Background: an optimization exercise with open tools, aiming at a short achievable clock period and few clock cycles. Do not read the settings as production practice.
The RTL was checked by simulation tests, not by an equivalence proof against the original design.
No activity file was given, so power comes from the tool's default toggle rates.

Setup of green:
==> flow/design.v <==
module alu(
    input  wire [31:0] a,
    input  wire [31:0] b,
    input  wire [9:0]  op,
    input  wire        pre,
    input  wire [31:0] prev,
    input  wire        s_a, s_b, s_o, s_m,
    input  wire [31:0] r_a, r_b, r_o,
    output wire [31:0] c,
    output wire [31:0] sum,
    output wire [31:0] n_a, n_b, n_o, n_m
);
    wire [31:0] diff = a - b;
    wire        slt  = $signed(a) < $signed(b);
    wire        sltu = a < b;
    wire [31:0] sll  = a << b[4:0];
    wire [31:0] srl  = a >> b[4:0];
    wire [31:0] sra  = $signed(a) >>> b[4:0];
    assign sum = a + b;
    assign c = ({32{op[0]}} & sum) |
               ({32{op[1]}} & diff) |
               ({32{op[2]}} & sll) |
               {31'd0, op[3] & slt} |
               {31'd0, op[4] & sltu} |
               ({32{op[5]}} & (a ^ b)) |
               ({32{op[6]}} & srl) |
               ({32{op[7]}} & sra) |
               ({32{op[8]}} & (a | b)) |
               ({32{op[9]}} & (a & b)) |
               ({32{pre}} & prev);
    assign n_a = ({32{s_a}} & c) | r_a;
    assign n_b = ({32{s_b}} & c) | r_b;
    assign n_o = ({32{s_o}} & c) | r_o;
    assign n_m = {32{s_m}} & c;
endmodule
module branch_unit(
    input  wire        rst,
    input  wire [31:0] a,
    input  wire [31:0] b,
    input  wire        ceq,
    input  wire        clt,
    input  wire        cltu,
    input  wire        inv,
    input  wire        jj,
    input  wire        bb,
    input  wire        jalr,
    input  wire [31:0] imm,
    input  wire [31:0] tgt,
    input  wire [31:0] pcs,
    output wire        branch,
    output wire [31:0] pc_next
);
    wire beq    = (a == b);
    wire lt31   = a[30:0] < b[30:0];
    wire samesg = a[31] == b[31];
    wire blt    = samesg ? lt31 : a[31];
    wire bltu   = samesg ? lt31 : b[31];
    wire cond   = ((ceq & beq) | (clt & blt) | (cltu & bltu)) ^ inv;
    assign branch = jj | (bb & cond);
    wire [31:0] jt  = a + imm;
    wire [31:0] bpc = jalr ? {jt[31:1], 1'b0} : tgt;
    assign pc_next = rst ? 32'd0 : branch ? bpc : pcs;
endmodule
module main(
    input  wire        clk,
    input  wire        rst,
    output wire [31:0] imem_addr,
    input  wire [31:0] imem_rdata,
    output wire [31:0] dmem_addr,
    output wire        dmem_re,
    output wire [3:0]  dmem_wstrb,
    output wire [31:0] dmem_wdata,
    input  wire [31:0] dmem_rdata
);
    reg  [31:0] pc;
    reg         d_valid;
    reg  [31:0] d_pc, d_inst, d_imm;
    reg         d_wb, d_mr, d_mw, d_br, d_jal, d_jalr, d_lui, d_urs1, d_urs2;
    reg         d_alusrc, d_pre;
    reg  [9:0]  d_aluop;    
    reg         e_nb;      
    reg         e_wbe, e_mr, e_mw, e_jal, e_jalr;
    reg         e_isbr, e_ceq, e_clt, e_cltu, e_cinv;
    reg  [4:0]  e_rd;
    reg  [2:0]  e_f3;
    reg  [31:0] e_imm, e_tgt, e_prev;
    reg  [31:0] e_a, e_b, e_o;
    reg  [9:0]  e_aluop;
    reg         e_pre;
    reg  [31:0] m_res, m_wdata;
    reg  [31:0] m_addr;    
    reg         m_ld;      
    reg  [3:0]  m_wstrb;
    reg  [4:0]  m_rd;
    reg         m_wbe, m_mr;
    reg  [2:0]  m_f3;
    reg  [31:0] w_val;
    reg  [4:0]  w_rd;
    reg         w_wbe;
    reg  [31:0] rf [1:31];
    wire branch, hdu;
    wire [31:0] pc_next, c, wbval;
    assign imem_addr = pc;
    wire [31:0] fi = imem_rdata;
    wire [6:0]  fop = fi[6:0];
    wire [2:0]  ff3 = fi[14:12];
    wire f_op    = (fop == 7'd51);
    wire f_opimm = (fop == 7'd19);
    wire f_load  = (fop == 7'd3);
    wire f_store = (fop == 7'd35);
    wire f_jalr  = (fop == 7'd103);
    wire f_jal   = (fop == 7'd111);
    wire f_auipc = (fop == 7'd23);
    wire f_lui   = (fop == 7'd55);
    wire f_br    = (fop == 7'd99);
    wire f_alu   = f_op | f_opimm;
    reg [31:0] f_imm;
    always @(*) begin
        if (f_store)              f_imm = {{20{fi[31]}}, fi[31:25], fi[11:7]};
        else if (f_auipc | f_lui) f_imm = {fi[31:12], 12'b0};
        else if (f_jal)           f_imm = {{11{fi[31]}}, fi[31], fi[19:12], fi[20], fi[30:21], 1'b0};
        else if (f_br)            f_imm = {{19{fi[31]}}, fi[31], fi[7], fi[30:25], fi[11:8], 1'b0};
        else                      f_imm = {{20{fi[31]}}, fi[31:20]};
    end
    reg [9:0] f_aluop;
    always @(*) begin
        f_aluop = 10'b0000000001;                       
        if (f_alu) begin
            case (ff3)
                3'd0: f_aluop = (f_op & fi[30]) ? 10'b0000000010 : 10'b0000000001;
                3'd1: f_aluop = 10'b0000000100;
                3'd2: f_aluop = 10'b0000001000;
                3'd3: f_aluop = 10'b0000010000;
                3'd4: f_aluop = 10'b0000100000;
                3'd5: f_aluop = fi[30] ? 10'b0010000000 : 10'b0001000000;
                3'd6: f_aluop = 10'b0100000000;
                3'd7: f_aluop = 10'b1000000000;
            endcase
        end
    end
    wire [31:0] pcs = pc + {29'd0, !hdu, 2'b00};
    always @(posedge clk)
        pc <= pc_next;
    always @(posedge clk) begin
        if (rst || branch)
            d_valid <= 1'b0;
        else if (!hdu)
            d_valid <= 1'b1;
        if (!hdu) begin
            d_pc     <= pc;
            d_inst   <= fi;
            d_imm    <= f_imm;
            d_wb     <= f_alu | f_load | f_jalr | f_jal | f_auipc | f_lui;
            d_mr     <= f_load;
            d_mw     <= f_store;
            d_br     <= f_br;
            d_jal    <= f_jal;
            d_jalr   <= f_jalr;
            d_lui    <= f_lui;
            d_urs1   <= f_alu | f_load | f_store | f_jalr | f_br;
            d_urs2   <= f_op | f_store | f_br;
            d_alusrc <= f_opimm | f_load | f_store;
            d_pre    <= f_jal | f_jalr | f_auipc | f_lui;
            d_aluop  <= f_aluop;
        end
    end
    wire [4:0] rs1 = d_inst[19:15];
    wire [4:0] rs2 = d_inst[24:20];
    wire [4:0] rd  = d_inst[11:7];
    wire [2:0] f3  = d_inst[14:12];
    reg [31:0] rd1, rd2;
    always @(*) begin
        if (rs1 == 5'd0)                 rd1 = 32'd0;
        else if (w_wbe && w_rd == rs1)   rd1 = w_val;
        else                             rd1 = rf[rs1];
        if (rs2 == 5'd0)                 rd2 = 32'd0;
        else if (w_wbe && w_rd == rs2)   rd2 = w_val;
        else                             rd2 = rf[rs2];
    end
    wire [31:0] tgt = d_pc + d_imm;
    wire [31:0] pc4 = d_pc + 32'd4;
    wire [31:0] prev = (d_jal | d_jalr) ? pc4 : d_lui ? d_imm : tgt;
    assign hdu = d_valid && e_mr && e_nb && (e_rd != 5'd0) &&
                 ((d_urs1 && e_rd == rs1) || (d_urs2 && e_rd == rs2));
    wire fam = !rst && e_wbe && e_nb && e_rd == rs1;
    wire faw = !fam && !rst && m_wbe && m_rd == rs1;
    wire fbm = !rst && e_wbe && e_nb && e_rd == rs2;
    wire fbw = !fbm && !rst && m_wbe && m_rd == rs2;
    wire kill = rst || hdu;
    wire fal = faw && m_ld;
    wire fax = faw && !m_ld;
    wire far = !fam && !faw;
    wire fbl = fbw && m_ld;
    wire fbx = fbw && !m_ld;
    wire fbr = !fbm && !fbw;
    wire oi  = d_alusrc;
    wire om  = fbm && !d_alusrc;
    wire ol  = fbl && !d_alusrc;
    wire ox  = fbx && !d_alusrc;
    wire orr = fbr && !d_alusrc;
    wire dv   = d_valid;
    wire [31:0] r_a = ({32{fal}} & ld) | ({32{fax}} & m_res) | ({32{far}} & rd1);
    wire [31:0] r_b = ({32{fbl}} & ld) | ({32{fbx}} & m_res) | ({32{fbr}} & rd2);
    wire [31:0] r_o = ({32{ol}} & ld) | ({32{ox}} & m_res) | ({32{oi}} & d_imm) |
                      ({32{orr}} & rd2);
    always @(posedge clk) begin
        e_nb   <= !branch;
        e_wbe  <= !kill && dv && d_wb && rd != 5'd0;
        e_mr   <= !kill && dv && d_mr;
        e_mw   <= !kill && dv && d_mw;
        e_jal  <= !kill && dv && d_jal;
        e_jalr <= !kill && dv && d_jalr;
        e_isbr <= !kill && dv && d_br && f3 != 3'd2 && f3 != 3'd3;
        e_ceq  <= f3[2:1] == 2'd0;
        e_clt  <= f3[2:1] == 2'd2;
        e_cltu <= f3[2:1] == 2'd3;
        e_cinv <= f3[0];
        e_rd   <= rd;
        e_f3   <= f3;
        e_imm  <= d_imm;
        e_tgt  <= tgt;
        e_prev <= prev;
        e_a    <= n_a;
        e_b    <= n_b;
        e_o    <= n_o;
        e_aluop <= d_pre ? 10'd0 : d_aluop;
        e_pre  <= d_pre;
    end
    wire [31:0] a  = e_a;
    wire [31:0] b  = e_b;
    wire [31:0] ob = e_o;
    wire [31:0] sum, n_a, n_b, n_o, n_m;
    alu u_alu(.a(a), .b(ob), .op(e_aluop), .pre(e_pre), .prev(e_prev),
              .s_a(fam), .s_b(fbm), .s_o(om), .s_m(e_mr | e_mw),
              .r_a(r_a), .r_b(r_b), .r_o(r_o),
              .c(c), .sum(sum), .n_a(n_a), .n_b(n_b), .n_o(n_o), .n_m(n_m));
    wire jj    = e_nb & (e_jal | e_jalr);
    wire bb    = e_nb & e_isbr;
    branch_unit u_br(.rst(rst), .a(a), .b(b), .ceq(e_ceq), .clt(e_clt), .cltu(e_cltu),
                     .inv(e_cinv), .jj(jj), .bb(bb), .jalr(e_jalr), .imm(e_imm), .tgt(e_tgt),
                     .pcs(pcs), .branch(branch), .pc_next(pc_next));
    always @(posedge clk) begin
        m_res   <= c;
        m_addr  <= n_m;
        m_ld    <= e_mr;
        m_rd    <= e_rd;
        m_f3    <= e_f3;
        m_wbe   <= !rst && e_wbe && e_nb;
        m_mr    <= !rst && e_mr && e_nb;
        if (rst || !e_mw || !e_nb)
            m_wstrb <= 4'b0000;
        else case (e_f3[1:0])
            2'd0:    m_wstrb <= 4'b0001 << sum[1:0];
            2'd1:    m_wstrb <= sum[1] ? 4'b1100 : 4'b0011;
            default: m_wstrb <= 4'b1111;
        endcase
        case (e_f3[1:0])
            2'd0:    m_wdata <= {4{b[7:0]}};
            2'd1:    m_wdata <= {2{b[15:0]}};
            default: m_wdata <= b;
        endcase
    end
    assign dmem_addr  = m_addr;
    assign dmem_re    = m_mr;
    assign dmem_wstrb = m_wstrb;
    assign dmem_wdata = m_wdata;
    wire [31:0] sh = dmem_rdata >> {m_res[1:0], 3'b000};
    reg  [31:0] ld;
    always @(*) begin
        case (m_f3)
            3'd0:    ld = {{24{sh[7]}}, sh[7:0]};
            3'd1:    ld = {{16{sh[15]}}, sh[15:0]};
            3'd4:    ld = {24'b0, sh[7:0]};
            3'd5:    ld = {16'b0, sh[15:0]};
            default: ld = dmem_rdata;
        endcase
    end
    assign wbval = m_ld ? ld : m_res;
    always @(posedge clk) begin
        w_val <= wbval;
        w_rd  <= m_rd;
        w_wbe <= !rst && m_wbe;
    end
    always @(posedge clk) begin
        if (w_wbe && w_rd != 5'd0)
            rf[w_rd] <= w_val;
    end
endmodule
clock: 10.0 ns
lec_check: 0
cap_margin: 20
core_margin: 2
core_utilization: 40
place_density: 0.6
slew_margin: 20
synth_hierarchical: 1
standard.sh (not shown) runs the stock make flow with config.mk's settings and CLKGATE_MAP_FILE= SYNTH_SCRIPT=/design/flow/synth_recipe.tcl, a recipe that flattens the netlist after the stock synthesis.
==> flow/flow/run.sh <==
#!/bin/bash
set -euo pipefail
bash standard.sh SETUP_SLACK_MARGIN=7 finish > flow_orfs.log 2>&1
Testbench counts of green, summed over its fixed seeds: cycles 39,136.
Changes in blue relative to green:
--- a/flow/design.v
+++ b/flow/design.v
@@ -93,8 +93,10 @@
     reg  [3:0]  m_wstrb;
     reg  [4:0]  m_rd;
     reg         m_wbe, m_mr;
     reg  [2:0]  m_f3;
+    reg         m_l00, m_l01, m_l02, m_l03, m_l11, m_l12, m_l13, m_lw, m_byte;
+    reg         m_sb0, m_sb1, m_sb2, m_sb3;
     reg  [31:0] w_val;
     reg  [4:0]  w_rd;
     reg         w_wbe;
     reg  [31:0] rf [1:31];
@@ -244,8 +246,21 @@
         m_addr  <= n_m;
         m_ld    <= e_mr;
         m_rd    <= e_rd;
         m_f3    <= e_f3;
+        m_l00   <= e_f3[1] || sum[1:0] == 2'd0;
+        m_l01   <= !e_f3[1] && sum[1:0] == 2'd1;
+        m_l02   <= !e_f3[1] && sum[1:0] == 2'd2;
+        m_l03   <= !e_f3[1] && sum[1:0] == 2'd3;
+        m_l11   <= e_f3[1] || (e_f3[1:0] == 2'd1 && sum[1:0] == 2'd0);
+        m_l12   <= e_f3[1:0] == 2'd1 && sum[1:0] == 2'd1;
+        m_l13   <= e_f3[1:0] == 2'd1 && sum[1:0] == 2'd2;
+        m_lw    <= e_f3[1];
+        m_byte  <= e_f3[1:0] == 2'd0;
+        m_sb0   <= e_f3[2:0] == 3'd0 && sum[1:0] == 2'd0;
+        m_sb1   <= (e_f3[2:0] == 3'd0 && sum[1:0] == 2'd1) || (e_f3[2:0] == 3'd1 && sum[1:0] == 2'd0);
+        m_sb2   <= (e_f3[2:0] == 3'd0 && sum[1:0] == 2'd2) || (e_f3[2:0] == 3'd1 && sum[1:0] == 2'd1);
+        m_sb3   <= (e_f3[2:0] == 3'd0 && sum[1:0] == 2'd3) || (e_f3[2:0] == 3'd1 && sum[1:0] == 2'd2);
         m_wbe   <= !rst && e_wbe && e_nb;
         m_mr    <= !rst && e_mr && e_nb;
         if (rst || !e_mw || !e_nb)
             m_wstrb <= 4'b0000;
@@ -263,19 +278,16 @@
     assign dmem_addr  = m_addr;
     assign dmem_re    = m_mr;
     assign dmem_wstrb = m_wstrb;
     assign dmem_wdata = m_wdata;
-    wire [31:0] sh = dmem_rdata >> {m_res[1:0], 3'b000};
-    reg  [31:0] ld;
-    always @(*) begin
-        case (m_f3)
-            3'd0:    ld = {{24{sh[7]}}, sh[7:0]};
-            3'd1:    ld = {{16{sh[15]}}, sh[15:0]};
-            3'd4:    ld = {24'b0, sh[7:0]};
-            3'd5:    ld = {16'b0, sh[15:0]};
-            default: ld = dmem_rdata;
-        endcase
-    end
+    wire [31:0] r = dmem_rdata;
+    wire sgn = (m_sb0 & r[7]) | (m_sb1 & r[15]) | (m_sb2 & r[23]) | (m_sb3 & r[31]);
+    wire [31:0] ld;
+    assign ld[7:0]   = ({8{m_l00}} & r[7:0]) | ({8{m_l01}} & r[15:8]) |
+                       ({8{m_l02}} & r[23:16]) | ({8{m_l03}} & r[31:24]);
+    assign ld[15:8]  = ({8{m_l11}} & r[15:8]) | ({8{m_l12}} & r[23:16]) |
+                       ({8{m_l13}} & r[31:24]) | {8{m_byte & sgn}};
+    assign ld[31:16] = ({16{m_lw}} & r[31:16]) | {16{sgn}};
     assign wbval = m_ld ? ld : m_res;
     always @(posedge clk) begin
         w_val <= wbval;
         w_rd  <= m_rd;
### Flow results
blue ended with every stage complete and zero timing, DRC or antenna violations. From green to blue the numbers moved as follows: sum of internal, switching and leakage power grew by 0.46%; number of cells traversed by the worst register-to-register path dropped 2. Comparing green and blue, the lower hold slack was measured on green. blue ends up with a count of buffer and inverter cells on the critical path that is 2 higher than in green. The run with more setup slack is blue; green has less.
Testbench counts of blue, summed over its fixed seeds: cycles 39,136.

-- afterwards: timing with drivers on the ports --
Ports are ideal in the flow. The routed layouts listed here were re-timed in OpenROAD.
Step 1: set_driving_cell puts a clkbuf_16 on clk and a buf_2 on each other input, an assumption about the parent block.
Step 2 adds t to the input delays and takes it off the output delays; t is the mean of the earliest and latest rising clock arrival at the registers after step 1. Input paths then give back, and output paths get back, about the clock's delay inside the block.
Three values: ideal ports, drivers, drivers and shift; two values: the first two.
run	shift t [ns]	setup slack, ns	worst data-port slew with drivers (ns)
green	0.889	6.598 / 6.506 / 5.900	0.06
blue	0.899	6.624 / 6.552 / 6.075	0.07
After both steps setup and hold are still met in every run listed. The setup slack of green, which loses most, moves by -0.092 ns with the drivers and by -0.698 ns with both steps.
